This design comes from an exercise in tuning for small area on the open sky130 flow, not from production work.
Only simulation tests tie the RTL to the original design; equivalence was not proved.
No activity file was given, so power comes from the tool's default toggle rates.

==> flow/design.v, too long to show whole: its modules and the start of the top module <==
// module cmplx_mixer8: 598 lines
// module cmplx_mixer16: 1327 lines
// module summComplex: 41 lines
// module memForFFT: 57 lines
// module multComplexE: 127 lines
// module interconnect_two_sFFT_to_mFFT: 157 lines
// module myFFT: 491 lines
// module myFFT16: 30 lines
module myFFT16 (
    input         i_clk,
    input         i_reset,
    input         i_valid,
    input  [15:0] i_data_in_i,
    input  [15:0] i_data_in_q,
    output [17:0] o_data_out_i,
    output [17:0] o_data_out_q,
    output        o_complete,
    output [2:0]  o_stateFFT,
    input         i_flag_ready_recive,
    output        o_flag_wayt_data
);
  // ...
==> flow/flow/run.sh <==
#!/bin/bash
set -e
export CTS_ARGS="-sink_clustering_enable -repair_clock_nets -dont_use_dummy_load -sink_clustering_size 16 -sink_clustering_max_diameter 60 -buf_list sky130_fd_sc_hd__clkbuf_8"
bash standard.sh > standard.log 2>&1
==> flow/standard.sh <==
#!/bin/bash
# synth_recipe.tcl (not shown) runs the flow's synth.tcl, then flattens the netlist and writes it again
# the make line also repeats each setting of config.mk as NAME=value (left out here)
make -C /OpenROAD-flow-scripts/flow DESIGN_CONFIG=/design/flow/config.mk WORK_HOME=/design/flow/orfs CLKGATE_MAP_FILE= SYNTH_SCRIPT=/design/flow/synth_recipe.tcl "${@:-finish}"
==> flow/config.mk <==
export PLATFORM = sky130hd
export DESIGN_NAME = myFFT16
export DESIGN_NICKNAME = myFFT16
export VERILOG_FILES = /design/flow/design.v
export SDC_FILE = /design/flow/constraint.sdc
export NUM_CORES = 4
export LEC_CHECK = 0
export CAP_MARGIN = 0
export CORE_MARGIN = 2
export CORE_UTILIZATION = 60
export CTS_BUF_LIST = sky130_fd_sc_hd__clkbuf_8
export CTS_CLUSTER_DIAMETER = 60
export CTS_CLUSTER_SIZE = 16
export GPL_TIMING_DRIVEN = 0
export PLACE_DENSITY = 0.75
export SLEW_MARGIN = 0
==> flow/constraint.sdc <==
create_clock -name core_clock -period 10.0 [get_ports {i_clk}]
set_input_delay 2.0000 -clock core_clock [delete_from_list [all_inputs] [get_ports {i_clk}]]
set_output_delay 2.0000 -clock core_clock [all_outputs]
set_load 0.01 [all_outputs]
==> results.cfg, run 1 <==
[outcome]
status = finished clean

[finish]
clock_area_frac = 0.0192
final-nonclk-buf-share = 0.0251
nNonClkInverters = 1484
sh_seq_area = 0.559
fin_cells = 13800
multi_input_gates = 5219
n_fill_cell = 17400
num_antenna_cells = 5
fin_nets = 12100

[synth]
syn_avg_cell_area_um2 = 14.6
synth_compound_area_frac = 0.0683
synth-edff-count = 2673
synthTopCellsByCount = edfxtp_1, inv_1, fa_1
synthTopCellsByArea = edfxtp_1, fa_1, dfxtp_1, inv_1, ha_1

[power]
p_clk_frac = 0.276
p_comb_mw = 0.700

[cts]
clock_latency_ns = 1.03
cts_tree = built
path_clk_slew_ns = 0.09

[floorplanning]
die_y_um = 501
rows = 182

[placement]
port_buffers = 74
gp_congestion = 0.966
dpl_cell_area_um2 = 155000
place_ws_ns = -0.107

[global_routing]
grtUsageMet2 = 0.473
busiest_layer = met2

[sta]
finalSetupTns_ns = 0
relSlewSlack = 0.131
final.setup_skew_ns = 0.168
finalHoldViolCount = 0
max_freq_mhz = 104
worst_slack_ns = 0.378

[routing]
wl_met3_um = 26900
drc = 0

[min_path]
hold_depth = 0

[critical_path]
critPathLaunchType = flop
cp_max_fo = 10
==> inputs of run 2 (changes only) <==
--- a/flow/config.mk
+++ b/flow/config.mk
@@ -11,6 +11,4 @@
 export CTS_BUF_LIST = sky130_fd_sc_hd__clkbuf_8
 export CTS_CLUSTER_DIAMETER = 60
 export CTS_CLUSTER_SIZE = 16
-export GPL_TIMING_DRIVEN = 0
-export PLACE_DENSITY = 0.75
 export SLEW_MARGIN = 0
==> run 2 against run 1 <==
- still clean
- register-to-register slack improved by 1.1 ns
- clock power increased by 2%
- synthesized area unchanged
- wire length fell by 5.5%
- worst hold slack worse by 0.037 ns
- highest routed layer unchanged
==> results.cfg, run 2 <==
[outcome]
status = finished clean

[critical_path]
cp-end-kind = flop
crit_type = reg -> reg
critPathRequiredTime_ns = 10.78
critPathLaunchType = flop
cp_max_fo = 3
reg2reg_depth = 19
regToRegSetupSlack_ns = 1.53
cp.arrival_ns = 9.25

[floorplanning]
io_pins = 77
die_area_um2 = 251000
coreArea_um2 = 246000
die_y_um = 501
die_w_um = 501
rows = 182
initial_utilization = 0.603

[routing]
drtIter0Drc = 6534
vias = 78700
firstDrtPassIters = 6
vias_per_cell = 5.85
totalWireLength_um = 334000
ant_nets = 0
wl_per_cell_um = 24.8
drc = 0

[sta]
relSlewSlack = 0.195
tightest_slew_ns = 1.21
finalHoldViolCount = 0
setup_viol = 0
rsz0062_at_grt = no
final.setup_skew_ns = 0.210
max_freq_mhz = 118
worst_slack_ns = 1.53
slew_viol_final = 0
hold_ws_ns = 0.270
finalSetupTns_ns = 0
min_period_over_period = 0.847
fin_crit_ns = 8.47

[synth]
synth_cell_types = 82
yosys_warnings = 21
synth-edff-count = 2673
synthTopCellsByCount = edfxtp_1, inv_1, fa_1
synth_flop_cell = edfxtp_1
syn_area_um2 = 148000
synth-seq-cells = 3074
async_flop_share = 0
yosys.area.top_type = edfxtp_1
synthTopCellsByArea = edfxtp_1, fa_1, dfxtp_1, inv_1, ha_1
syn_avg_cell_area_um2 = 14.6
synth_top_cell_area_share = 0.542
synth_nets = 11700
yosys.cell_count.top_type = edfxtp_1
seq_area_frac_synth = 0.596
netlist_instances = 10200

[placement]
port_buffers = 76
dp_hpwl_um = 228000
place_ws_ns = 0.729
gp_congestion = 0.918
numPlacedInstances = 13200
dpl_cell_area_um2 = 153000

[cts]
cts_resized = 0
path_clk_slew_ns = 0.09
cts_tree = built
clock_latency_ns = 1.09
cts.root.buffer_cell = clkbuf_8
cts_made_buffers = 227
clockBufferDepth = 3
postCtsSetupBuffers = 0
clock-sinks = 3074
cts_max_level = 4
cts_hold_buf = 0

[finish]
synthToLayoutAreaGrowth_pct = 5.36
fin_cells = 13500
final_core_util = 0.635
fin_nets = 11800
final_cell_mix = edfxtp_1, inv_1, fa_1
fin_area_um2 = 156000
drive_gt1_frac = 0.0618
final_common_cell = edfxtp_1

[min_path]
hold_depth = 0
hold_path.class = reg -> reg

[global_routing]
gr-total-overflow = 0
grt_pass1_wl_um = 509000
track_usage = 0.271
antenna_found_initial = 8
grt_max_degree = 82
grt_pass1_vias = 82100

[job]
maxCapViolCount = 0

[power]
p_per_area_nw_per_um2 = 130
p_leak_nw = 58.5
peakVddDrop_mv = 0.134
power.total_mw = 20.3
run 2: cell counts after synthesis:
No cell type changed its count.
run 2: area by class of cell:
class | instances | area [um^2]
fill | 18200 | 89700
sequential | 3074 | 88300
multi-input combinational | 5219 | 53100
inverter | 1484 | 5570
tap | 3220 | 4030
clock buffer | 227 | 3120
timing repair buffer | 230 | 1910
antenna | 8 | 20.0
run 2: kinds of logic after synthesis:
family / synth area share
xor+xnor: 0.0326
buf+inv: 0.0479
compound gates: 0.0683
flops: 0.596
simple gates: 0.0379
mux: 0.0321
other cells: 0.0000253
fa+ha+maj: 0.185
run 2: power breakdown:
part / total, mW / switching, mW / internal, mW
sequential: 13.9 / 0.0251 / 13.9
combinational: 0.697 / 0.445 / 0.251
clock: 5.68 / 3.67 / 2.01
run 2: critical path, cell delays in order, from the launching register on:
cell      delay (ns)
edfxtp_1        0.43
inv_1           0.09
ha_1            0.15
inv_1           0.06
fa_1            0.45
fa_1            0.46
fa_1            0.46
fa_1            0.46
fa_1            0.46
fa_1            0.46
fa_1            0.46
fa_1            0.47
fa_1            0.48
fa_1            0.47
fa_1            0.46
fa_1            0.48
fa_1            0.48
fa_1            0.47
fa_1            0.51
mux4_2          0.48
run 2: how the worst max path moves through the flow:
stage | startpoint | to | slack [ns]
floorplan | i_data_in_i[1] | flop | 1.47
global placement | i_data_in_q[0] | flop | 0.73
detailed placement | i_data_in_q[0] | flop | 0.73
CTS | flop | flop | 1.47
global route | flop | flop | 1.23
finish | flop | flop | 1.53
run 2: routing by layer:
metal | vias up | share of wire | GRT usage
met5 | - | 0.000042 | 0
met4 | 2 | 0.026 | 0.0708
met3 | 432 | 0.053 | 0.0311
met2 | 2234 | 0.50 | 0.455
met1 | 40700 | 0.42 | 0.379
li1 | 35300 | - | -
==> inputs of run 3 (changes only) <==
==> flow/flow/run.sh (replaced) <==
#!/bin/bash
set -e
export CTS_ARGS="-sink_clustering_enable -repair_clock_nets -dont_use_dummy_load -sink_clustering_size 10 -sink_clustering_max_diameter 50 -buf_list sky130_fd_sc_hd__clkbuf_4"
bash standard.sh > standard.log 2>&1
--- a/flow/config.mk
+++ b/flow/config.mk
@@ -8,7 +8,7 @@
 export CAP_MARGIN = 0
 export CORE_MARGIN = 2
 export CORE_UTILIZATION = 60
-export CTS_BUF_LIST = sky130_fd_sc_hd__clkbuf_8
-export CTS_CLUSTER_DIAMETER = 60
-export CTS_CLUSTER_SIZE = 16
+export CTS_BUF_LIST = sky130_fd_sc_hd__clkbuf_4
+export CTS_CLUSTER_DIAMETER = 50
+export CTS_CLUSTER_SIZE = 10
 export SLEW_MARGIN = 0
==> run 3 against run 2 <==
- power decreased by 0.91%
- worst hold slack got worse by 0.0030 ns
- via count increased by 0.99%
- global-route usage increased by 0.20 points
- register-to-register slack got worse by 0.04 ns
- design area decreased by 0.18%
- sequential share of layout area increased by 0.10 points
- synthesized cell count unchanged
- clock power decreased by 3%
- critical path type unchanged
- largest cell class unchanged
- largest power group unchanged
- highest routed layer unchanged
==> results.cfg, run 3 <==
[outcome]
status = finished clean

[finish]
drive_gt1_frac = 0.0754
synthToLayoutAreaGrowth_pct = 5.17
seqCellArea_um2 = 88300
multi_input_area_um2 = 53100
final_common_cell = edfxtp_1
n_fill_cell = 18400
final_cell_mix = edfxtp_1, inv_1, fa_1
fin_nets = 11900
fin_cells = 13600

[routing]
vias = 79500
wl_per_cell_um = 24.7
drtIter0Drc = 6683
totalWireLength_um = 336000
vias_per_cell = 5.84
drc = 0
firstDrtPassIters = 6
ant_nets = 0

[critical_path]
cp_num_buf_inv = 2
crit_chain = inv_1, ha_1, inv_1, fa_1, fa_1, fa_1, fa_1, fa_1, fa_1, fa_1, fa_1, fa_1, fa_1, fa_1, fa_1, fa_1, fa_1, fa_1, mux4_2
reg2reg_depth = 19
cp_max_fo = 3
critPathLaunchType = flop
cp_common_cell = fa_1
cp.depth = 19
slowest_delay_ns = 0.53
cp.arrival_ns = 9.51
crit_type = reg -> reg
critPathRequiredTime_ns = 11.00
crit_family = adder cells
crit_path_top_delay_cell = fa_1
cp-end-kind = flop
regToRegSetupSlack_ns = 1.49

[floorplanning]
coreArea_um2 = 246000
die_y_um = 501
initial_utilization = 0.603
die_area_um2 = 251000
rows = 182
die_w_um = 501
io_pins = 77

[min_path]
hold_path.class = reg -> reg

[synth]
yosys.area.top_type = edfxtp_1
synth_top_cell_area_share = 0.542
synth_nets = 11700
synth_cell_types = 82
yosys_warnings = 21
syn_avg_cell_area_um2 = 14.6
netlist_instances = 10200
async_flop_share = 0
seq_area_frac_synth = 0.596
synthTopCellsByArea = edfxtp_1, fa_1, dfxtp_1, inv_1, ha_1
synthTopCellsByCount = edfxtp_1, inv_1, fa_1
yosys.cell_count.top_type = edfxtp_1
syn_area_um2 = 148000
synth_flop_cell = edfxtp_1
synth-edff-count = 2673
synth-seq-cells = 3074

[cts]
cts_max_level = 5
cts_hold_buf = 0
cts_made_buffers = 378
cts_tree = built
clock-sinks = 3074
path_clk_slew_ns = 0.10
cts.root.buffer_cell = clkbuf_4
postCtsSetupBuffers = 0
clock_latency_ns = 1.49
cts_resized = 0
clockBufferDepth = 4

[power]
peakVddDrop_mv = 0.102
p_leak_nw = 58.6
power.total_mw = 20.1
p_per_area_nw_per_um2 = 129

[sta]
finalHoldViolCount = 0
fin_crit_ns = 8.51
final.setup_skew_ns = 0.227
min_period_over_period = 0.851
rsz0062_at_grt = no
setup_viol = 0
finalSetupTns_ns = 0
max_freq_mhz = 117
slew_viol_final = 0
tightest_slew_ns = 1.19
relSlewSlack = 0.204

[global_routing]
grt_pass1_vias = 83500
antenna_found_initial = 8
grt_max_degree = 82
grt_pass1_wl_um = 513000
gr-total-overflow = 0
track_usage = 0.273

[placement]
port_buffers = 76
gp_congestion = 0.918
dp_hpwl_um = 228000
numPlacedInstances = 13200

[job]
maxCapViolCount = 0
## run 3: cell counts after synthesis
No cell type changed its count.
## run 3: worst register-to-register path: stages (launching register included)
cell      delay, ns
edfxtp_1       0.43
inv_1          0.10
ha_1           0.14
inv_1          0.05
fa_1           0.46
fa_1           0.48
fa_1           0.46
fa_1           0.46
fa_1           0.46
fa_1           0.46
fa_1           0.47
fa_1           0.46
fa_1           0.47
fa_1           0.47
fa_1           0.47
fa_1           0.46
fa_1           0.46
fa_1           0.46
fa_1           0.53
mux4_2         0.47
## run 3: final cells by class
class,instances,share of cell area
Timing Repair Buffer,230,0.0123
Antenna cell,10,0.000161
Multi-Input combinational cell,5219,0.341
Clock buffer,378,0.0182
Tap cell,3220,0.0259
Inverter,1484,0.0358
Sequential cell,3074,0.567
## run 3: cell families (layout without fill, tap and decap cells)
logic type / Yosys count / in the layout / synth area share
simple gates: 1186 / 1186 / 0.0379
flops: 3074 / 3074 / 0.596
buf+inv: 1879 / 2092 / 0.0479
mux: 443 / 443 / 0.0321
xor+xnor: 551 / 551 / 0.0326
fa+ha+maj: 1522 / 1522 / 0.185
compound gates: 1516 / 1516 / 0.0683
other cells: 1 / 11 / 0.0000253
## run 3: where the power goes
part	total, mW	switching, mW	internal, mW
Clock	5.50	3.76	1.74
Combinational	0.695	0.445	0.251
Sequential	13.9	0.0249	13.9
Total	20.1	4.23	15.9
## run 3: per-layer routing
| layer | up-vias | GRT usage | wire length, um |
|---|---|---|---|
| li1 | 35800 | - | - |
| met1 | 40800 | 0.377 | 142000 |
| met2 | 2307 | 0.457 | 167000 |
| met3 | 526 | 0.0352 | 17800 |
| met4 | 2 | 0.0778 | 9380 |
| met5 | - | 0 | 12 |
## run 3: worst min path at each step
stage	startpoint	to	slack (ns)	cells after the start
2_1_floorplan	flop	flop	0.35	0
3_3_place_gp	flop	flop	0.37	0
3_5_place_dp	flop	flop	0.36	0
4_1_cts	flop	flop	0.23	0
5_1_grt	flop	flop	0.23	0
6_report	flop	flop	0.27	0
## run 3: per-stage QoR
step	util	hold slack (ns)	setup slack (ns)	cell area, um^2
2_1_floorplan	-	0.348	1.47	148000
3_3_place_gp	0.622	0.369	0.733	153000
3_5_place_dp	0.622	0.364	0.729	153000
4_1_cts	0.634	0.233	1.43	156000
5_1_grt	0.634	0.229	1.14	156000
6_report	0.634	0.267	1.49	156000
==> module summComplex, before the edit <==
module summComplex #(parameter DATA_FFT_SIZE = 16,
                     parameter SUB = 0  )(
    i_clk,
    i_en,
    i_data_in0_i,
    i_data_in0_q,
    i_data_in1_i,
    i_data_in1_q,
    o_data_out0_i,
    o_data_out0_q
    );
    input i_clk;
    input i_en;
    input [DATA_FFT_SIZE-1:0] i_data_in0_i;
    input [DATA_FFT_SIZE-1:0] i_data_in0_q;
    input [DATA_FFT_SIZE-1:0] i_data_in1_i;
    input [DATA_FFT_SIZE-1:0] i_data_in1_q;
    output reg [DATA_FFT_SIZE-1:0] o_data_out0_i;
    output reg [DATA_FFT_SIZE-1:0] o_data_out0_q;
    function [DATA_FFT_SIZE-1:0] rca;
        input [DATA_FFT_SIZE-1:0] a;
        input [DATA_FFT_SIZE-1:0] b_in;
        integer t;
        reg c;
        reg [DATA_FFT_SIZE-1:0] b;
        begin
            b = b_in;
            c = 1'b0;
            for (t = 0; t < DATA_FFT_SIZE; t = t + 1)
            begin
                rca[t] = a[t] ^ b[t] ^ c;
                c = (a[t] & b[t]) | (a[t] & c) | (b[t] & c);
            end
        end
    endfunction
    always @(posedge i_clk)
    begin
        if(i_en)  o_data_out0_i <= SUB ? ~rca(~i_data_in0_i, i_data_in1_i) : rca(i_data_in0_i, i_data_in1_i);
        if(i_en)  o_data_out0_q <= SUB ? ~rca(~i_data_in0_q, i_data_in1_q) : rca(i_data_in0_q, i_data_in1_q);
    end
endmodule
==> module myFFT, before the edit <==
module myFFT
    #(parameter SIZE_BUFFER = 1, 
      parameter DATA_FFT_SIZE = 16,
      parameter FAST = "slow", 
      parameter TYPE = "forvard", 
      parameter COMPENS_FP = "false",  
      parameter MIN_FFT_x4 = 1,   
      parameter USE_ROUND = 1, 
      parameter USE_DSP = 1, 
      parameter PARAREL_FFT = 9'b111111111  
    )
    (
        i_clk,
        i_reset,
        i_valid,
        i_data_in_i,
        i_data_in_q,
        o_data_out_i,
        o_data_out_q,
        o_complete,
        o_stateFFT,
        i_flag_ready_recive, 
        o_flag_wayt_data 
    );
    localparam NFFT = 1 << SIZE_BUFFER;
    localparam SIZE_OUT_DATA        = COMPENS_FP == "add" ? (DATA_FFT_SIZE + (SIZE_BUFFER > 2 ? SIZE_BUFFER - 2 : 0)) : DATA_FFT_SIZE;
    localparam SIZE_OUT_DATA_S_FFT  = COMPENS_FP == "add" ? (DATA_FFT_SIZE + (SIZE_BUFFER > 2 ? SIZE_BUFFER - 3 : 0)) : DATA_FFT_SIZE;
    localparam PARAREL_THIS_FFT = PARAREL_FFT[SIZE_BUFFER];
    input i_clk;
    input i_reset;
    input i_valid; 
    input [DATA_FFT_SIZE-1:0] i_data_in_i;
    input [DATA_FFT_SIZE-1:0] i_data_in_q;
    output   [SIZE_OUT_DATA-1:0] o_data_out_i;
    output   [SIZE_OUT_DATA-1:0] o_data_out_q;
    output reg o_complete;
    output [2:0] o_stateFFT;
    input i_flag_ready_recive;
    output   o_flag_wayt_data;
    reg [SIZE_BUFFER:0] counterReciveDataFFT;
    reg [SIZE_BUFFER:0] counterSendData;
    reg [2:0] state;
    assign o_stateFFT = state;
    localparam stateWaytData = 3'b000;
    localparam stateWriteData = 3'b001;
    localparam stateWaytFFT = 3'b010;
    localparam stateSummFFT = 4'b100;
    localparam stateComplete = 4'b111;
    genvar i;
    generate
    if((MIN_FFT_x4==1) && (NFFT == 4))  
    begin
        always @(posedge i_clk) 
        begin : FMS_FFT
            if(i_reset)   state <= stateWaytData;
            else
            begin
                case(state)
                stateWaytData : if((counterReciveDataFFT == 3) & i_valid)  state <= stateSummFFT;
                stateSummFFT:   state <= stateComplete;
                stateComplete : if((counterSendData == 3) & i_flag_ready_recive)   state <= stateWaytData; 
                endcase
            end
        end
        reg [DATA_FFT_SIZE-1:0] s_i [3:0];
        reg [DATA_FFT_SIZE-1:0] s_q [3:0];
        reg [1:0] nL;    
        function [DATA_FFT_SIZE-1:0] rca;
            input [DATA_FFT_SIZE-1:0] a;
            input [DATA_FFT_SIZE-1:0] b;
            input neg;
            integer t;
            reg c;
            reg bb;
            begin
                c = neg;
                for (t = 0; t < DATA_FFT_SIZE; t = t + 1)
                begin
                    bb = b[t] ^ neg;
                    rca[t] = a[t] ^ bb ^ c;
                    c = (a[t] & bb) | (a[t] & c) | (bb & c);
                end
            end
        endfunction
        wire [1:0] n = counterReciveDataFFT[1:0];
        wire [DATA_FFT_SIZE-1:0] base_i = ({DATA_FFT_SIZE{n == 2'd2}} & s_i[0]) | ({DATA_FFT_SIZE{n == 2'd3}} & s_i[1]);
        wire [DATA_FFT_SIZE-1:0] base_q = ({DATA_FFT_SIZE{n == 2'd2}} & s_q[0]) | ({DATA_FFT_SIZE{n == 2'd3}} & s_q[1]);
        wire [DATA_FFT_SIZE-1:0] bp_i = rca(base_i, i_data_in_i, 1'b0);
        wire [DATA_FFT_SIZE-1:0] bp_q = rca(base_q, i_data_in_q, 1'b0);
        wire [DATA_FFT_SIZE-1:0] bm_i = ~rca(~base_i, i_data_in_i, 1'b0);    
        wire [DATA_FFT_SIZE-1:0] bm_q = ~rca(~base_q, i_data_in_q, 1'b0);
        always @(posedge i_clk) 
        begin : reciveDataFFT
            if(i_reset)   counterReciveDataFFT <= 0;
            else
            begin
                if(counterReciveDataFFT < NFFT)
                begin
                    if(i_valid == 1'b1) 
                    begin
                        counterReciveDataFFT <= counterReciveDataFFT + 1;
                    end
                end
                else counterReciveDataFFT <= 0;
            end
        end
        always @(posedge i_clk)
        begin : butterflies
            if(!counterReciveDataFFT[2] & i_valid & !i_reset)
            begin
                nL <= n;
                if (n[0]) begin s_i[1] <= bp_i; s_q[1] <= bp_q; end
                else      begin s_i[0] <= bp_i; s_q[0] <= bp_q; end
                if (n == 2'd2) begin s_i[2] <= bm_i; s_q[2] <= bm_q; end
                if (n == 2'd3) begin s_i[3] <= bm_i; s_q[3] <= bm_q; end
            end
        end
        wire [1:0] rm = counterSendData[1:0];
        wire use_q = (nL != 2'd0);
        wire [DATA_FFT_SIZE-1:0] p_i = (rm[0] & nL[1]) ? s_i[2] : s_i[0];
        wire [DATA_FFT_SIZE-1:0] p_q = (rm[0] & nL[1]) ? s_q[2] : s_q[0];
        wire q3 = rm[0] & (nL == 2'd3);
        wire sel1i = use_q & !rm[0];           
        wire sel1q = use_q & rm[0] & !q3;      
        wire sel3  = use_q & q3;               
        wire [DATA_FFT_SIZE-1:0] o_i = ({DATA_FFT_SIZE{sel1i}} & s_i[1]) | ({DATA_FFT_SIZE{sel1q}} & s_q[1]) | ({DATA_FFT_SIZE{sel3}} & s_q[3]);
        wire [DATA_FFT_SIZE-1:0] o_q = ({DATA_FFT_SIZE{sel1i}} & s_q[1]) | ({DATA_FFT_SIZE{sel1q}} & s_i[1]) | ({DATA_FFT_SIZE{sel3}} & s_i[3]);
        wire [DATA_FFT_SIZE-1:0] x_i = rca(p_i, o_i, (rm == 2'd2) | (rm == 2'd3));
        wire [DATA_FFT_SIZE-1:0] x_q = rca(p_q, o_q, (rm == 2'd2) | (rm == 2'd1));
        reg [DATA_FFT_SIZE-1:0] reg_data_out_i;
        reg [DATA_FFT_SIZE-1:0] reg_data_out_q;
        assign o_data_out_i = reg_data_out_i;
        assign o_data_out_q = reg_data_out_q;
        always @(posedge i_clk) 
        begin : sendDataFFT
            if(i_reset) counterSendData <= 0;
            else if(state == stateComplete)
            begin
                if((counterSendData < NFFT) & i_flag_ready_recive)
                begin : FLAG_RECIVE_FFT
                    counterSendData <= counterSendData + 1;
                    reg_data_out_i <= x_i;
                    reg_data_out_q <= x_q;
                end
            end
            else counterSendData <= 0;
        end
        reg reg_flag_wayt_data;
        assign o_flag_wayt_data = reg_flag_wayt_data;
        always @ (posedge i_clk)
        begin : flagReciveFFT
            if(i_reset)                                             reg_flag_wayt_data <= 1'b1;
            else if((counterReciveDataFFT == 3) & i_valid)          reg_flag_wayt_data <= 1'b0;
            else if((counterSendData == 3) & i_flag_ready_recive)   reg_flag_wayt_data <= 1'b1;
        end
        always @(posedge i_clk) 
        begin : flagComplete
            if(i_reset)                 o_complete <= 1'b0;
            else if(state == stateComplete)  o_complete <= 1'b1;
            else                        o_complete <= 1'b0;
        end
    end
    else
    begin
        wire [SIZE_OUT_DATA_S_FFT-1:0] data_from_secondFFT_chet_i;
        wire [SIZE_OUT_DATA_S_FFT-1:0] data_from_secondFFT_chet_q;
        wire [SIZE_OUT_DATA_S_FFT-1:0] data_from_secondFFT_Nchet_i;
        wire [SIZE_OUT_DATA_S_FFT-1:0] data_from_secondFFT_Nchet_q;
        wire flag_complete_chet;
        wire flag_complete_Nchet;
        reg _data_summ_out_mas_i_r_writeEn_c;
        reg [SIZE_BUFFER-2:0] _data_summ_out_mas_i_r_addr_c ;
        reg [SIZE_BUFFER-2:0] _data_summ_out_mas_i_r_addr_r_c ;
        reg [SIZE_OUT_DATA-1:0] _data_summ_out_mas_i_r_writeData_c;
        wire [SIZE_OUT_DATA-1:0] _data_summ_out_mas_i_r_readData_c;
        reg _data_summ_out_mas_i_r_writeEn_Nc;
        reg [SIZE_BUFFER-2:0] _data_summ_out_mas_i_r_addr_Nc ;
        reg [SIZE_BUFFER-2:0] _data_summ_out_mas_i_r_addr_r_Nc ;
        reg [SIZE_OUT_DATA-1:0] _data_summ_out_mas_i_r_writeData_Nc;
        wire [SIZE_OUT_DATA-1:0] _data_summ_out_mas_i_r_readData_Nc;
        localparam ONE_OUT = (NFFT < 16);
        wire sel_next;
        memForFFT #(.DATA_FFT_SIZE(SIZE_OUT_DATA), .SIZE_BITS_ADDRES(SIZE_BUFFER-1), .ONE_OUT(ONE_OUT))
        data_summ_out_mas_i_r
        (
            .i_clk(i_clk),
            .i_writeEn(_data_summ_out_mas_i_r_writeEn_c),
            .i_readEn(i_flag_ready_recive),
            .i_sel(sel_next),
            .i_addr(_data_summ_out_mas_i_r_addr_c),
            .i_addr_r(_data_summ_out_mas_i_r_addr_r_c),
            .i_inData(_data_summ_out_mas_i_r_writeData_c),
            .o_outData(_data_summ_out_mas_i_r_readData_c),
            .i_writeEn2(_data_summ_out_mas_i_r_writeEn_Nc),
            .i_readEn2(i_flag_ready_recive),
            .i_addr2(_data_summ_out_mas_i_r_addr_Nc),
            .i_addr_r2(_data_summ_out_mas_i_r_addr_r_Nc),
            .i_inData2(_data_summ_out_mas_i_r_writeData_Nc),
            .o_outData2(_data_summ_out_mas_i_r_readData_Nc)
        );
        reg _data_summ_out_mas_q_r_writeEn_c;
        reg [SIZE_BUFFER-2:0] _data_summ_out_mas_q_r_addr_c;
        reg [SIZE_BUFFER-2:0] _data_summ_out_mas_q_r_addr_r_c;
        reg [SIZE_OUT_DATA-1:0] _data_summ_out_mas_q_r_writeData_c;
        wire [SIZE_OUT_DATA-1:0] _data_summ_out_mas_q_r_readData_c;
        reg _data_summ_out_mas_q_r_writeEn_Nc;
        reg [SIZE_BUFFER-2:0] _data_summ_out_mas_q_r_addr_Nc;
        reg [SIZE_BUFFER-2:0] _data_summ_out_mas_q_r_addr_r_Nc;
        reg [SIZE_OUT_DATA-1:0] _data_summ_out_mas_q_r_writeData_Nc;
        wire [SIZE_OUT_DATA-1:0] _data_summ_out_mas_q_r_readData_Nc;
        memForFFT #(.DATA_FFT_SIZE(SIZE_OUT_DATA), .SIZE_BITS_ADDRES(SIZE_BUFFER-1), .ONE_OUT(ONE_OUT))
        data_summ_out_mas_q_r
        (
            .i_clk(i_clk),
            .i_writeEn(_data_summ_out_mas_q_r_writeEn_c),
            .i_readEn(i_flag_ready_recive),
            .i_sel(sel_next),
            .i_addr(_data_summ_out_mas_q_r_addr_c),
            .i_addr_r(_data_summ_out_mas_q_r_addr_r_c),
            .i_inData(_data_summ_out_mas_q_r_writeData_c),
            .o_outData(_data_summ_out_mas_q_r_readData_c),
            .i_writeEn2(_data_summ_out_mas_q_r_writeEn_Nc),
            .i_readEn2(i_flag_ready_recive),
            .i_addr2(_data_summ_out_mas_q_r_addr_Nc),
            .i_addr_r2(_data_summ_out_mas_q_r_addr_r_Nc),
            .i_inData2(_data_summ_out_mas_q_r_writeData_Nc),
            .o_outData2(_data_summ_out_mas_q_r_readData_Nc)
        );
        reg valid_data_chet;
        reg valid_data_Nchet;
        wire [2:0] stateFFTChet;
        wire [2:0] stateFFTNChet;
        reg [SIZE_BUFFER-1:0] counterMultData;
        wire [SIZE_BUFFER-1:0] counterMultData2;
        reg mutDone;
        wire resiveFromChet;
        wire resiveFromNChet;
        wire flag_wayt_data_chet;
        wire flag_wayt_data_Nchet;
        if(PARAREL_THIS_FFT)
        begin
            myFFT #(.SIZE_BUFFER(SIZE_BUFFER-1),.DATA_FFT_SIZE(DATA_FFT_SIZE), .FAST(FAST), .TYPE(TYPE),
                    .COMPENS_FP(COMPENS_FP), .MIN_FFT_x4(MIN_FFT_x4), .USE_ROUND(USE_ROUND), .USE_DSP(USE_DSP),
                    .PARAREL_FFT(PARAREL_FFT))
            dataChetn(
                .i_clk(i_clk),
                .i_reset(i_reset),
                .i_valid( (counterReciveDataFFT[0] == 1'b0) & (  1) & i_valid),
                .i_data_in_i(i_data_in_i),
                .i_data_in_q(i_data_in_q),
                .o_data_out_i(data_from_secondFFT_chet_i),
                .o_data_out_q(data_from_secondFFT_chet_q),
                .o_complete(flag_complete_chet),
                .o_stateFFT(stateFFTChet),
                .i_flag_ready_recive(resiveFromChet), 
                .o_flag_wayt_data(flag_wayt_data_chet) 
            );
            myFFT #(.SIZE_BUFFER(SIZE_BUFFER-1),.DATA_FFT_SIZE(DATA_FFT_SIZE), .FAST(FAST), .TYPE(TYPE),
                    .COMPENS_FP(COMPENS_FP), .MIN_FFT_x4(MIN_FFT_x4), .USE_ROUND(USE_ROUND), .USE_DSP(USE_DSP),
                    .PARAREL_FFT(PARAREL_FFT))
            dataNChetn(
                .i_clk(i_clk),
                .i_reset(i_reset),
                .i_valid( (counterReciveDataFFT[0] == 1'b1) & (  1)  & i_valid),
                .i_data_in_i(i_data_in_i),
                .i_data_in_q(i_data_in_q),
                .o_data_out_i(data_from_secondFFT_Nchet_i),
                .o_data_out_q(data_from_secondFFT_Nchet_q),
                .o_complete(flag_complete_Nchet),
                .o_stateFFT(stateFFTNChet),
                .i_flag_ready_recive(resiveFromNChet), 
                .o_flag_wayt_data(flag_wayt_data_Nchet) 
            );
        end
        reg reg_flag_wayt_data;
        assign o_flag_wayt_data = reg_flag_wayt_data;
        if(NFFT == 8)
        begin
            always @(posedge i_clk) 
            begin : flagWaytData
                if(i_reset)                  reg_flag_wayt_data <= 1'b1;
                else if(state == stateComplete)   reg_flag_wayt_data <= 1'b1;
                else if((counterReciveDataFFT == NFFT)  ) reg_flag_wayt_data <= 1'b0;
            end
        end
        else
        begin
            always @(posedge i_clk) 
            begin : flagWaytData
                if(i_reset)                              reg_flag_wayt_data <= 1'b1;
                else if((counterMultData2 ==  1) )   reg_flag_wayt_data <= 1'b1; 
                else if((counterReciveDataFFT == (NFFT-1)) & i_valid  ) reg_flag_wayt_data <= 1'b0;
            end
        end
        reg completeDoneChet;
        reg completeDoneNChet;
        wire stateToComplete = (counterMultData == (1)) | mutDone;
        always @(posedge i_clk) 
        begin : FMS_FFT
            if(i_reset)   state <= stateWaytData;
            else
            begin
                case(state)
                stateWaytData:  if(counterReciveDataFFT == NFFT)    state <= stateWaytFFT;  else if(stateToComplete)   state <= stateComplete;
                stateWaytFFT:   if(completeDoneChet & completeDoneNChet)   state <= stateWriteData; else if(stateToComplete)   state <= stateComplete;
                stateWriteData: if({flag_complete_chet, flag_complete_Nchet} == 2'b00)  state <= stateSummFFT ; else if(stateToComplete)   state <= stateComplete;
                stateSummFFT:   if(stateToComplete)     state <= stateComplete;
                stateComplete:  if((counterSendData == (NFFT-2)) & i_flag_ready_recive)   state <= stateWaytData;
                endcase
            end
        end
        always @(posedge i_clk)
        begin : waitCompleteSecondFFT
            if(i_reset)
            begin
                completeDoneChet <= 1'b0;
                completeDoneNChet <= 1'b0;
            end
            else
            begin
                if(state == stateSummFFT)
                begin
                    completeDoneChet <= 1'b0;
                    completeDoneNChet <= 1'b0;
                end
                else
                begin
                    if(flag_complete_chet)
                        completeDoneChet <= 1'b1;
                    if(flag_complete_Nchet)
                        completeDoneNChet <= 1'b1;
                end
            end
        end
            wire [SIZE_OUT_DATA-1:0] out_summ_0__NFFT_2_i;
            wire [SIZE_OUT_DATA-1:0] out_summ_0__NFFT_2_q;
            wire [SIZE_OUT_DATA-1:0] out_summ_NFFT_2__NFFT_i;
            wire [SIZE_OUT_DATA-1:0] out_summ_NFFT_2__NFFT_q;
            wire interconnect_dataComplete;
            interconnect_two_sFFT_to_mFFT #(   .SIZE_BUFFER(SIZE_BUFFER), 
                                               .SIZE_OUT_DATA_S_FFT(SIZE_OUT_DATA_S_FFT),
                                               .SIZE_OUT_DATA(SIZE_OUT_DATA),
                                               .TYPE(TYPE), 
                                               .COMPENS_FP(COMPENS_FP),  
                                               .FAST(FAST), 
                                               .USE_ROUND(USE_ROUND), 
                                               .USE_DSP(USE_DSP), 
                                               .PARAPEL_THIS_FFT(PARAREL_THIS_FFT))
            _interconnect_two_sFFT_to_mFFT(
                .i_clk(i_clk),
                .i_reset(i_reset),
                .i_data_from_secondFFT_chet_i(data_from_secondFFT_chet_i),
                .i_data_from_secondFFT_chet_q(data_from_secondFFT_chet_q),
                .i_data_from_secondFFT_Nchet_i(data_from_secondFFT_Nchet_i),
                .i_data_from_secondFFT_Nchet_q(data_from_secondFFT_Nchet_q),
                .i_flag_complete_chet(flag_complete_chet),
                .i_flag_complete_Nchet(flag_complete_Nchet),
                .o_resiveFromChet(resiveFromChet),
                .o_resiveFromNChet(resiveFromNChet),
                .i_mutDone(mutDone),
                .o_out_summ_0__NFFT_2_i(out_summ_0__NFFT_2_i),
                .o_out_summ_0__NFFT_2_q(out_summ_0__NFFT_2_q),
                .o_out_summ_NFFT_2__NFFT_i(out_summ_NFFT_2__NFFT_i),
                .o_out_summ_NFFT_2__NFFT_q(out_summ_NFFT_2__NFFT_q),
                .o_counterMultData2(counterMultData2),
                .o_dataComplete(interconnect_dataComplete)
            );
            always @(posedge i_clk) 
            begin : bufferingSummFFT
                if(mutDone | i_reset)
                begin
                    mutDone <= 1'b0;
                    counterMultData <= 0;
                    _data_summ_out_mas_i_r_writeEn_c <= 1'b0;
                    _data_summ_out_mas_i_r_writeEn_Nc <= 1'b0;
                    _data_summ_out_mas_q_r_writeEn_c <= 1'b0;
                    _data_summ_out_mas_q_r_writeEn_Nc <= 1'b0;
                end
                else if(interconnect_dataComplete == 0)
                begin
                    mutDone <= 1'b0;
                    counterMultData <= 0;
                    _data_summ_out_mas_i_r_writeEn_c <= 1'b0;
                    _data_summ_out_mas_i_r_writeEn_Nc <= 1'b0;
                    _data_summ_out_mas_q_r_writeEn_c <= 1'b0;
                    _data_summ_out_mas_q_r_writeEn_Nc <= 1'b0;
                end
                else
                begin
                    if(counterMultData2 > counterMultData)
                    begin
                        counterMultData <= counterMultData + 1;
                        if(counterMultData < NFFT/2)
                        begin
                        _data_summ_out_mas_i_r_addr_c <= counterMultData[SIZE_BUFFER-2:0];
                        _data_summ_out_mas_i_r_writeData_c <= out_summ_0__NFFT_2_i;
                        _data_summ_out_mas_i_r_writeEn_c <= 1'b1;
                        _data_summ_out_mas_q_r_addr_c <= counterMultData[SIZE_BUFFER-2:0];
                        _data_summ_out_mas_q_r_writeData_c <= out_summ_0__NFFT_2_q;
                        _data_summ_out_mas_q_r_writeEn_c <= 1'b1;
                        _data_summ_out_mas_i_r_addr_Nc <= counterMultData[SIZE_BUFFER-2:0];
                        _data_summ_out_mas_i_r_writeData_Nc <= out_summ_NFFT_2__NFFT_i;
                        _data_summ_out_mas_i_r_writeEn_Nc <= 1'b1;
                        _data_summ_out_mas_q_r_addr_Nc <= counterMultData[SIZE_BUFFER-2:0];
                        _data_summ_out_mas_q_r_writeData_Nc <= out_summ_NFFT_2__NFFT_q;
                        _data_summ_out_mas_q_r_writeEn_Nc <= 1'b1;
                        end
                    end
                    else
                    begin
                        _data_summ_out_mas_i_r_writeEn_c <= 1'b0;
                        _data_summ_out_mas_i_r_writeEn_Nc <= 1'b0;
                        _data_summ_out_mas_q_r_writeEn_c <= 1'b0;
                        _data_summ_out_mas_q_r_writeEn_Nc <= 1'b0;
                    end
                end
                if(counterMultData2 == NFFT/2)  mutDone <= 1'b1;
            end
        always @ (posedge i_clk) 
        begin : reciveFFT
            if(i_reset)
            begin
                counterReciveDataFFT <= 1'b0;
            end
            else
            begin
                if (( flag_wayt_data_Nchet) == 1'b0) counterReciveDataFFT <= 0;
                else if(counterReciveDataFFT < NFFT)
                begin
                    if(i_valid & o_flag_wayt_data) 
                    begin
                        counterReciveDataFFT <= counterReciveDataFFT + 1;
                    end
                end
            end
        end
        reg [SIZE_BUFFER:0] counterSendData2;
        reg flagTimerWrite; 
        wire [SIZE_BUFFER:0] counterSendData_inc = counterSendData + 1'b1;
        assign sel_next = i_reset ? 1'b0 :
                          (state == stateComplete) ? (i_flag_ready_recive & (counterSendData < NFFT) & flagTimerWrite ? counterSendData_inc[SIZE_BUFFER-1] : counterSendData[SIZE_BUFFER-1]) :
                          (i_flag_ready_recive ? 1'b0 : counterSendData[SIZE_BUFFER-1]);
        assign o_data_out_i = ONE_OUT ? _data_summ_out_mas_i_r_readData_c : counterSendData[SIZE_BUFFER-1] ? _data_summ_out_mas_i_r_readData_Nc : _data_summ_out_mas_i_r_readData_c;
        assign o_data_out_q = ONE_OUT ? _data_summ_out_mas_q_r_readData_c : counterSendData[SIZE_BUFFER-1] ? _data_summ_out_mas_q_r_readData_Nc : _data_summ_out_mas_q_r_readData_c;
        always @(posedge i_clk) 
        begin : sendDataFFT
            if(i_reset)
            begin
                counterSendData2 <= 1;
                counterSendData <= 0;
                _data_summ_out_mas_i_r_addr_r_c <= 0;
                _data_summ_out_mas_i_r_addr_r_Nc <= 0;
                _data_summ_out_mas_q_r_addr_r_c <= 0;
                _data_summ_out_mas_q_r_addr_r_Nc <= 0;
                flagTimerWrite <= 1'b0;
            end
            else if((state == stateComplete)  & i_flag_ready_recive)
            begin
                if(counterSendData < NFFT)
                begin
                    flagTimerWrite <= 1'b1;
                    if(counterSendData2 < NFFT) counterSendData2 <= counterSendData2 + 1;
                    if(flagTimerWrite)  counterSendData <= counterSendData + 1;
                    _data_summ_out_mas_i_r_addr_r_c <= counterSendData2[SIZE_BUFFER-2:0];
                    _data_summ_out_mas_i_r_addr_r_Nc <= counterSendData2[SIZE_BUFFER-2:0];
                    _data_summ_out_mas_q_r_addr_r_c <= counterSendData2[SIZE_BUFFER-2:0];
                    _data_summ_out_mas_q_r_addr_r_Nc <= counterSendData2[SIZE_BUFFER-2:0];
                end
            end
            else if(state != stateComplete) begin
                counterSendData2 <= 1;
                if(i_flag_ready_recive)   counterSendData <= 0;
                _data_summ_out_mas_i_r_addr_r_c <= 0;
                _data_summ_out_mas_i_r_addr_r_Nc <= 0;
                _data_summ_out_mas_q_r_addr_r_c <= 0;
                _data_summ_out_mas_q_r_addr_r_Nc <= 0;
                flagTimerWrite <= 1'b0;
            end
            else
            begin
            end
        end
        always @(posedge i_clk) 
        begin : flagComplete
            if(i_reset)                 o_complete <= 1'b0;
            else if(state == stateComplete   )  o_complete <= 1'b1;
            else                        o_complete <= 1'b0;
        end
    end
    endgenerate
endmodule
==> inputs of run 4 (changes only) <==
--- a/flow/design.v
+++ b/flow/design.v
@@ -1943,7 +1943,7 @@
     input [DATA_FFT_SIZE-1:0] i_data_in1_q;
     output reg [DATA_FFT_SIZE-1:0] o_data_out0_i;
     output reg [DATA_FFT_SIZE-1:0] o_data_out0_q;
-    function [DATA_FFT_SIZE-1:0] rca;
+    function automatic [DATA_FFT_SIZE-1:0] rca;
         input [DATA_FFT_SIZE-1:0] a;
         input [DATA_FFT_SIZE-1:0] b_in;
         integer t;
@@ -2374,10 +2374,10 @@
                 endcase
             end
         end
-        reg [DATA_FFT_SIZE-1:0] s_i [3:0];
-        reg [DATA_FFT_SIZE-1:0] s_q [3:0];
+        reg [DATA_FFT_SIZE-1:0] s_i0, s_i1, s_i2, s_i3;
+        reg [DATA_FFT_SIZE-1:0] s_q0, s_q1, s_q2, s_q3;
         reg [1:0] nL;    
-        function [DATA_FFT_SIZE-1:0] rca;
+        function automatic [DATA_FFT_SIZE-1:0] rca;
             input [DATA_FFT_SIZE-1:0] a;
             input [DATA_FFT_SIZE-1:0] b;
             input neg;
@@ -2395,8 +2395,8 @@
             end
         endfunction
         wire [1:0] n = counterReciveDataFFT[1:0];
-        wire [DATA_FFT_SIZE-1:0] base_i = ({DATA_FFT_SIZE{n == 2'd2}} & s_i[0]) | ({DATA_FFT_SIZE{n == 2'd3}} & s_i[1]);
-        wire [DATA_FFT_SIZE-1:0] base_q = ({DATA_FFT_SIZE{n == 2'd2}} & s_q[0]) | ({DATA_FFT_SIZE{n == 2'd3}} & s_q[1]);
+        wire [DATA_FFT_SIZE-1:0] base_i = ({DATA_FFT_SIZE{n == 2'd2}} & s_i0) | ({DATA_FFT_SIZE{n == 2'd3}} & s_i1);
+        wire [DATA_FFT_SIZE-1:0] base_q = ({DATA_FFT_SIZE{n == 2'd2}} & s_q0) | ({DATA_FFT_SIZE{n == 2'd3}} & s_q1);
         wire [DATA_FFT_SIZE-1:0] bp_i = rca(base_i, i_data_in_i, 1'b0);
         wire [DATA_FFT_SIZE-1:0] bp_q = rca(base_q, i_data_in_q, 1'b0);
         wire [DATA_FFT_SIZE-1:0] bm_i = ~rca(~base_i, i_data_in_i, 1'b0);    
@@ -2421,22 +2421,22 @@
             if(!counterReciveDataFFT[2] & i_valid & !i_reset)
             begin
                 nL <= n;
-                if (n[0]) begin s_i[1] <= bp_i; s_q[1] <= bp_q; end
-                else      begin s_i[0] <= bp_i; s_q[0] <= bp_q; end
-                if (n == 2'd2) begin s_i[2] <= bm_i; s_q[2] <= bm_q; end
-                if (n == 2'd3) begin s_i[3] <= bm_i; s_q[3] <= bm_q; end
+                if (n[0]) begin s_i1 <= bp_i; s_q1 <= bp_q; end
+                else      begin s_i0 <= bp_i; s_q0 <= bp_q; end
+                if (n == 2'd2) begin s_i2 <= bm_i; s_q2 <= bm_q; end
+                if (n == 2'd3) begin s_i3 <= bm_i; s_q3 <= bm_q; end
             end
         end
         wire [1:0] rm = counterSendData[1:0];
         wire use_q = (nL != 2'd0);
-        wire [DATA_FFT_SIZE-1:0] p_i = (rm[0] & nL[1]) ? s_i[2] : s_i[0];
-        wire [DATA_FFT_SIZE-1:0] p_q = (rm[0] & nL[1]) ? s_q[2] : s_q[0];
+        wire [DATA_FFT_SIZE-1:0] p_i = (rm[0] & nL[1]) ? s_i2 : s_i0;
+        wire [DATA_FFT_SIZE-1:0] p_q = (rm[0] & nL[1]) ? s_q2 : s_q0;
         wire q3 = rm[0] & (nL == 2'd3);
         wire sel1i = use_q & !rm[0];           
         wire sel1q = use_q & rm[0] & !q3;      
         wire sel3  = use_q & q3;               
-        wire [DATA_FFT_SIZE-1:0] o_i = ({DATA_FFT_SIZE{sel1i}} & s_i[1]) | ({DATA_FFT_SIZE{sel1q}} & s_q[1]) | ({DATA_FFT_SIZE{sel3}} & s_q[3]);
-        wire [DATA_FFT_SIZE-1:0] o_q = ({DATA_FFT_SIZE{sel1i}} & s_q[1]) | ({DATA_FFT_SIZE{sel1q}} & s_i[1]) | ({DATA_FFT_SIZE{sel3}} & s_i[3]);
+        wire [DATA_FFT_SIZE-1:0] o_i = ({DATA_FFT_SIZE{sel1i}} & s_i1) | ({DATA_FFT_SIZE{sel1q}} & s_q1) | ({DATA_FFT_SIZE{sel3}} & s_q3);
+        wire [DATA_FFT_SIZE-1:0] o_q = ({DATA_FFT_SIZE{sel1i}} & s_q1) | ({DATA_FFT_SIZE{sel1q}} & s_i1) | ({DATA_FFT_SIZE{sel3}} & s_i3);
         wire [DATA_FFT_SIZE-1:0] x_i = rca(p_i, o_i, (rm == 2'd2) | (rm == 2'd3));
         wire [DATA_FFT_SIZE-1:0] x_q = rca(p_q, o_q, (rm == 2'd2) | (rm == 2'd1));
         reg [DATA_FFT_SIZE-1:0] reg_data_out_i;
==> flow/flow/run.sh (replaced) <==
#!/bin/bash
set -e
export CTS_ARGS="-sink_clustering_enable -repair_clock_nets -dont_use_dummy_load -sink_clustering_size 16 -sink_clustering_max_diameter 60 -buf_list sky130_fd_sc_hd__clkbuf_8"
bash standard.sh > standard.log 2>&1
--- a/flow/config.mk
+++ b/flow/config.mk
@@ -8,7 +8,7 @@
 export CAP_MARGIN = 0
 export CORE_MARGIN = 2
 export CORE_UTILIZATION = 60
-export CTS_BUF_LIST = sky130_fd_sc_hd__clkbuf_4
-export CTS_CLUSTER_DIAMETER = 50
-export CTS_CLUSTER_SIZE = 10
+export CTS_BUF_LIST = sky130_fd_sc_hd__clkbuf_8
+export CTS_CLUSTER_DIAMETER = 60
+export CTS_CLUSTER_SIZE = 16
 export SLEW_MARGIN = 0
==> run 4 against run 3 <==
- still clean on timing, DRC and antenna
- global-route usage fell by 0.20 points
- fmax rose by 0.47%
- sequential share of layout area fell by 0.10 points
- worst hold slack improved by 0.0030 ns
- worst setup slack improved by 0.040 ns
- first-iteration DRC count fell by 2.2%
- critical path type unchanged
==> results.cfg, run 4 <==
[placement]
place_ws_ns = 0.729
dp_hpwl_um = 228000
port_buffers = 76
gp_congestion = 0.918

[synth]
synth_nets = 11700
yosys_warnings = 19
synthTopCellsByArea = edfxtp_1, fa_1, dfxtp_1, inv_1, ha_1
netlist_instances = 10200
yosys.area.top_type = edfxtp_1
synthTopCellsByCount = edfxtp_1, inv_1, fa_1
seq_area_frac_synth = 0.596
synth_cell_types = 82
synth-seq-cells = 3074
synth-edff-count = 2673
yosys.cell_count.top_type = edfxtp_1
syn_area_um2 = 148000
synth_flop_cell = edfxtp_1
async_flop_share = 0
synth_top_cell_area_share = 0.542
syn_avg_cell_area_um2 = 14.6

[critical_path]
crit_type = reg -> reg
cp_num_buf_inv = 2
critPathLaunchType = flop
crit_path_top_delay_cell = fa_1
crit_family = adder cells
cp_common_cell = fa_1
cp_max_fo = 3
slowest_delay_ns = 0.51
cp-end-kind = flop
cp.arrival_ns = 9.25
crit_chain = inv_1, ha_1, inv_1, fa_1, fa_1, fa_1, fa_1, fa_1, fa_1, fa_1, fa_1, fa_1, fa_1, fa_1, fa_1, fa_1, fa_1, fa_1, mux4_2
critPathRequiredTime_ns = 10.78

[min_path]
hold_path.class = reg -> reg

[sta]
max_freq_mhz = 118
finalSetupTns_ns = 0
min_period_over_period = 0.847
rsz0062_at_grt = no
setup_viol = 0
worst_slack_ns = 1.53
tightest_slew_ns = 1.21
slew_viol_final = 0
fin_crit_ns = 8.47
relSlewSlack = 0.195
final.setup_skew_ns = 0.210
finalHoldViolCount = 0

[global_routing]
grt_pass1_vias = 82100
grt_max_degree = 82
grt_pass1_wl_um = 509000
antenna_found_initial = 8
track_usage = 0.271
gr-total-overflow = 0

[floorplanning]
coreArea_um2 = 246000
die_area_um2 = 251000
io_pins = 77
die_y_um = 501
die_w_um = 501
initial_utilization = 0.603
rows = 182

[cts]
clock-sinks = 3074
clockBufferDepth = 3
clock_latency_ns = 1.09
cts_resized = 0
cts_max_level = 4
cts_hold_buf = 0
path_clk_slew_ns = 0.09
cts_made_buffers = 227
cts.root.buffer_cell = clkbuf_8
cts_tree = built
postCtsSetupBuffers = 0

[finish]
fin_nets = 11800
drive_gt1_frac = 0.0618
final_common_cell = edfxtp_1
n_fill_cell = 18200
final_cell_mix = edfxtp_1, inv_1, fa_1
synthToLayoutAreaGrowth_pct = 5.36

[job]
maxCapViolCount = 0

[routing]
drc = 0
ant_nets = 0
wl_per_cell_um = 24.8
totalWireLength_um = 334000
drtIter0Drc = 6534
vias = 78700
vias_per_cell = 5.85
firstDrtPassIters = 6

[power]
p_per_area_nw_per_um2 = 130
peakVddDrop_mv = 0.134
p_leak_nw = 58.5

[outcome]
status = finished clean
run 4: worst paths after layout:
kind         start  endpoint  depth (start not counted)  slack [ns]
max           flop      flop                         19        1.53
min           flop      flop                          0        0.27
max reg2reg   flop      flop                         19        1.53
min reg2reg   flop      flop                          0        0.27
run 4: power by group:
part | total (mW) | switching [mW] | internal (mW)
combinational | 0.697 | 0.445 | 0.251
clock | 5.68 | 3.67 | 2.01
sequential | 13.9 | 0.0251 | 13.9
run 4: per-stage QoR:
stage               hold WS [ns]  cells  power (mW)  instance area, um^2   util
finish                     0.270  13500        20.3               156000  0.635
global route               0.241  13500        21.0               156000  0.635
CTS                        0.250  13500        20.5               156000  0.635
detailed placement         0.364  13200        14.9               153000  0.622
global placement           0.369  13200        14.9               153000  0.622
floorplan                  0.348  10200        14.6               148000      -
run 4: layer usage:
metal  wire length, um  up-vias  track usage
li1                  -    35300            -
met1            142000    40700        0.379
met2            166000     2234        0.455
met3             17700      432       0.0311
met4              8730        2       0.0708
met5                14        -            0
run 4: final cells by class:
class                   instances  area (um^2)  share of cell area
diodes                          8         20.0            0.000128
clock buffers                 227         3120              0.0200
inverters                    1484         5570              0.0357
multi-input cells            5219        53100               0.340
flip-flops and latches       3074        88300               0.566
well taps                    3220         4030              0.0258
repair buffers                230         1910              0.0123
run 4: kinds of logic after synthesis:
logic type               share of synthesized area
multiplexers                                0.0321
other                                    0.0000253
buffers and inverters                       0.0479
AO/OA/AOI/OAI                               0.0683
adder cells (fa/ha/maj)                      0.185
XOR/XNOR                                    0.0326
AND/OR/NAND/NOR                             0.0379
flip-flops                                   0.596
==> inputs of run 5 (changes only) <==
--- a/flow/design.v
+++ b/flow/design.v
@@ -2429,8 +2429,9 @@
         end
         wire [1:0] rm = counterSendData[1:0];
         wire use_q = (nL != 2'd0);
-        wire [DATA_FFT_SIZE-1:0] p_i = (rm[0] & nL[1]) ? s_i2 : s_i0;
-        wire [DATA_FFT_SIZE-1:0] p_q = (rm[0] & nL[1]) ? s_q2 : s_q0;
+        wire selp2 = rm[0] & nL[1];
+        wire [DATA_FFT_SIZE-1:0] p_i = ({DATA_FFT_SIZE{selp2}} & s_i2) | ({DATA_FFT_SIZE{!selp2}} & s_i0);
+        wire [DATA_FFT_SIZE-1:0] p_q = ({DATA_FFT_SIZE{selp2}} & s_q2) | ({DATA_FFT_SIZE{!selp2}} & s_q0);
         wire q3 = rm[0] & (nL == 2'd3);
         wire sel1i = use_q & !rm[0];           
         wire sel1q = use_q & rm[0] & !q3;      
==> run 5 against run 4 <==
- count of clock-buffer cells in the layout up 3
- critical path type unchanged
- via count down 0.72%
- die area down 0.15%
- sequential share of layout area up 0.058 points
- wire length down 0.34%
- highest routed layer unchanged
==> results.cfg, run 5 <==
[routing]
vias_per_cell = 5.81
ant_nets = 0
totalWireLength_um = 333000
firstDrtPassIters = 7
vias = 78200
wl_per_cell_um = 24.8
drc = 0
drtIter0Drc = 6973

[synth]
synth_top_cell_area_share = 0.543
synth-edff-count = 2673
syn_avg_cell_area_um2 = 14.5
synthTopCellsByArea = edfxtp_1, fa_1, dfxtp_1, inv_1, ha_1
synth-seq-cells = 3074
synthTopCellsByCount = edfxtp_1, inv_1, fa_1
synth_flop_cell = edfxtp_1
async_flop_share = 0
seq_area_frac_synth = 0.597
synth_cell_types = 74
syn_area_um2 = 148000
yosys.cell_count.top_type = edfxtp_1
synth_nets = 11700
netlist_instances = 10200
yosys_warnings = 19
yosys.area.top_type = edfxtp_1

[critical_path]
crit_path_top_delay_cell = fa_1
cp_num_buf_inv = 2
crit_chain = inv_1, ha_1, inv_1, fa_1, fa_1, fa_1, fa_1, fa_1, fa_1, fa_1, fa_1, fa_1, fa_1, fa_1, fa_1, fa_1, fa_1, fa_1, mux4_2
cp_common_cell = fa_1
slowest_delay_ns = 0.50
crit_type = reg -> reg
reg2reg_depth = 19
cp-end-kind = flop
crit_family = adder cells
critPathLaunchType = flop
regToRegSetupSlack_ns = 1.53
critPathRequiredTime_ns = 10.77
cp_max_fo = 3
cp.arrival_ns = 9.24

[cts]
cts.root.buffer_cell = clkbuf_8
postCtsSetupBuffers = 0
cts_hold_buf = 0
path_clk_slew_ns = 0.10
clock_latency_ns = 1.07
cts_resized = 0
cts_max_level = 4
cts_made_buffers = 230
clockBufferDepth = 3
cts_tree = built
clock-sinks = 3074

[job]
maxCapViolCount = 0

[placement]
dp_hpwl_um = 227000
gp_congestion = 0.919
port_buffers = 76
numPlacedInstances = 13200

[finish]
final_cell_mix = edfxtp_1, inv_1, fa_1
drive_gt1_frac = 0.0609
final_core_util = 0.635
fin_cells = 13400
fin_nets = 11800
final_common_cell = edfxtp_1
n_fill_cell = 18200
synthToLayoutAreaGrowth_pct = 5.42

[sta]
slew_viol_final = 0
final.setup_skew_ns = 0.184
max_freq_mhz = 118
relSlewSlack = 0.217
finalSetupTns_ns = 0
setup_viol = 0
finalHoldViolCount = 0
fin_crit_ns = 8.47
rsz0062_at_grt = no
min_period_over_period = 0.847
tightest_slew_ns = 1.17

[floorplanning]
coreArea_um2 = 245000
die_area_um2 = 250000
io_pins = 77
rows = 182
initial_utilization = 0.602
die_y_um = 500
die_w_um = 500

[global_routing]
grt_pass1_vias = 82200
track_usage = 0.270
antenna_found_initial = 7
gr-total-overflow = 0
grt_pass1_wl_um = 506000
grt_max_degree = 87

[min_path]
hold_depth = 0
hold_path.class = reg -> reg

[power]
p_per_area_nw_per_um2 = 131
p_leak_nw = 58.4
peakVddDrop_mv = 0.130

[outcome]
status = finished clean
run 5: routing by layer:
metal / GRT usage / vias up / wire [um]
met5: 0 / - / 27
met4: 0.0754 / 4 / 9660
met3: 0.0319 / 496 / 16400
met2: 0.457 / 2070 / 166000
met1: 0.372 / 40300 / 141000
li1: - / 35300 / -
run 5: cell type report:
type / instances / area (um^2) / area share
multi-input cells: 5206 / 52900 / 0.339
clock buffers: 230 / 3170 / 0.0203
repair buffers: 227 / 1890 / 0.0121
well taps: 3220 / 4030 / 0.0258
inverters: 1486 / 5580 / 0.0358
diodes: 6 / 15.0 / 0.0000963
flip-flops and latches: 3074 / 88300 / 0.567
run 5: through the flow:
| step | setup slack, ns | total power [mW] | hold slack (ns) | instance area (um^2) |
|---|---|---|---|---|
| final | 1.53 | 20.3 | 0.321 | 156000 |
| after global routing | 1.17 | 21.0 | 0.325 | 156000 |
| after CTS | 1.44 | 20.5 | 0.318 | 156000 |
| after detailed placement | 0.753 | 14.9 | 0.389 | 153000 |
| after global placement | 0.747 | 14.9 | 0.385 | 153000 |
| after floorplan | 1.47 | 14.6 | 0.348 | 148000 |
run 5: power by group:
part / switching (mW) / internal [mW] / total [mW]
sequential: 0.0245 / 13.9 / 13.9
combinational: 0.443 / 0.250 / 0.694
clock: 3.70 / 2.04 / 5.74
total: 4.17 / 16.2 / 20.3
run 5: how the worst max path moves through the flow:
stage                               from    to  cells after the start
final                               flop  flop                     19
after global routing                flop  flop                     19
after CTS                           flop  flop                     19
after detailed placement  i_data_in_q[0]  flop                     18
after global placement    i_data_in_q[0]  flop                     18
after floorplan           i_data_in_i[1]  flop                     16
run 5: logic make-up (layout without fill, tap and decap cells):
group | Yosys count | count (layout) | share of synthesized area
buffers and inverters | 1882 | 1943 | 0.0479
xor gates and xnor gates | 544 | 544 | 0.0322
and+or+nand+nor | 1209 | 1209 | 0.0385
AOI/OAI and AO/OA | 1488 | 1488 | 0.0669
adders and majority gates | 1522 | 1522 | 0.185
other | 1 | 7 | 0.0000254
DFF | 3074 | 3074 | 0.597
muxes | 442 | 442 | 0.0321

-- afterwards: timing with drivers on the ports --
How much do the figures lean on ideal ports? The routed layouts below were timed once more, with nothing changed but the port constraints. Step 1, drivers: a clkbuf_16 drives i_clk and a buf_2 each remaining input, both assumed. Step 2 moves the port delays by t, midway between the first and last clock arrival at a register: inputs arrive t later, outputs are due t later. That takes back most of the time a late clock gives input paths. Three values: ideal, step 1, step 2; two values: the first two.
run | shift t [ns] | slack for setup (ns) | worst setup path at the end | pins driven straight from the clock port
run 1 | 1.041 | 0.378 / 0.378 / -0.058 | input to register | 1
run 2 | 1.067 | 1.525 / 1.525 / 0.589 | input to register | 1
run 3 | 1.441 | 1.486 / 1.486 / 0.616 | input to register | 1
run 4 | 1.067 | 1.525 / 1.525 / 0.589 | input to register | 1
run 5 | 1.069 | 1.531 / 1.531 / 0.635 | input to register | 1
With both steps, setup timing fails in run 1, where it was met with ideal ports.
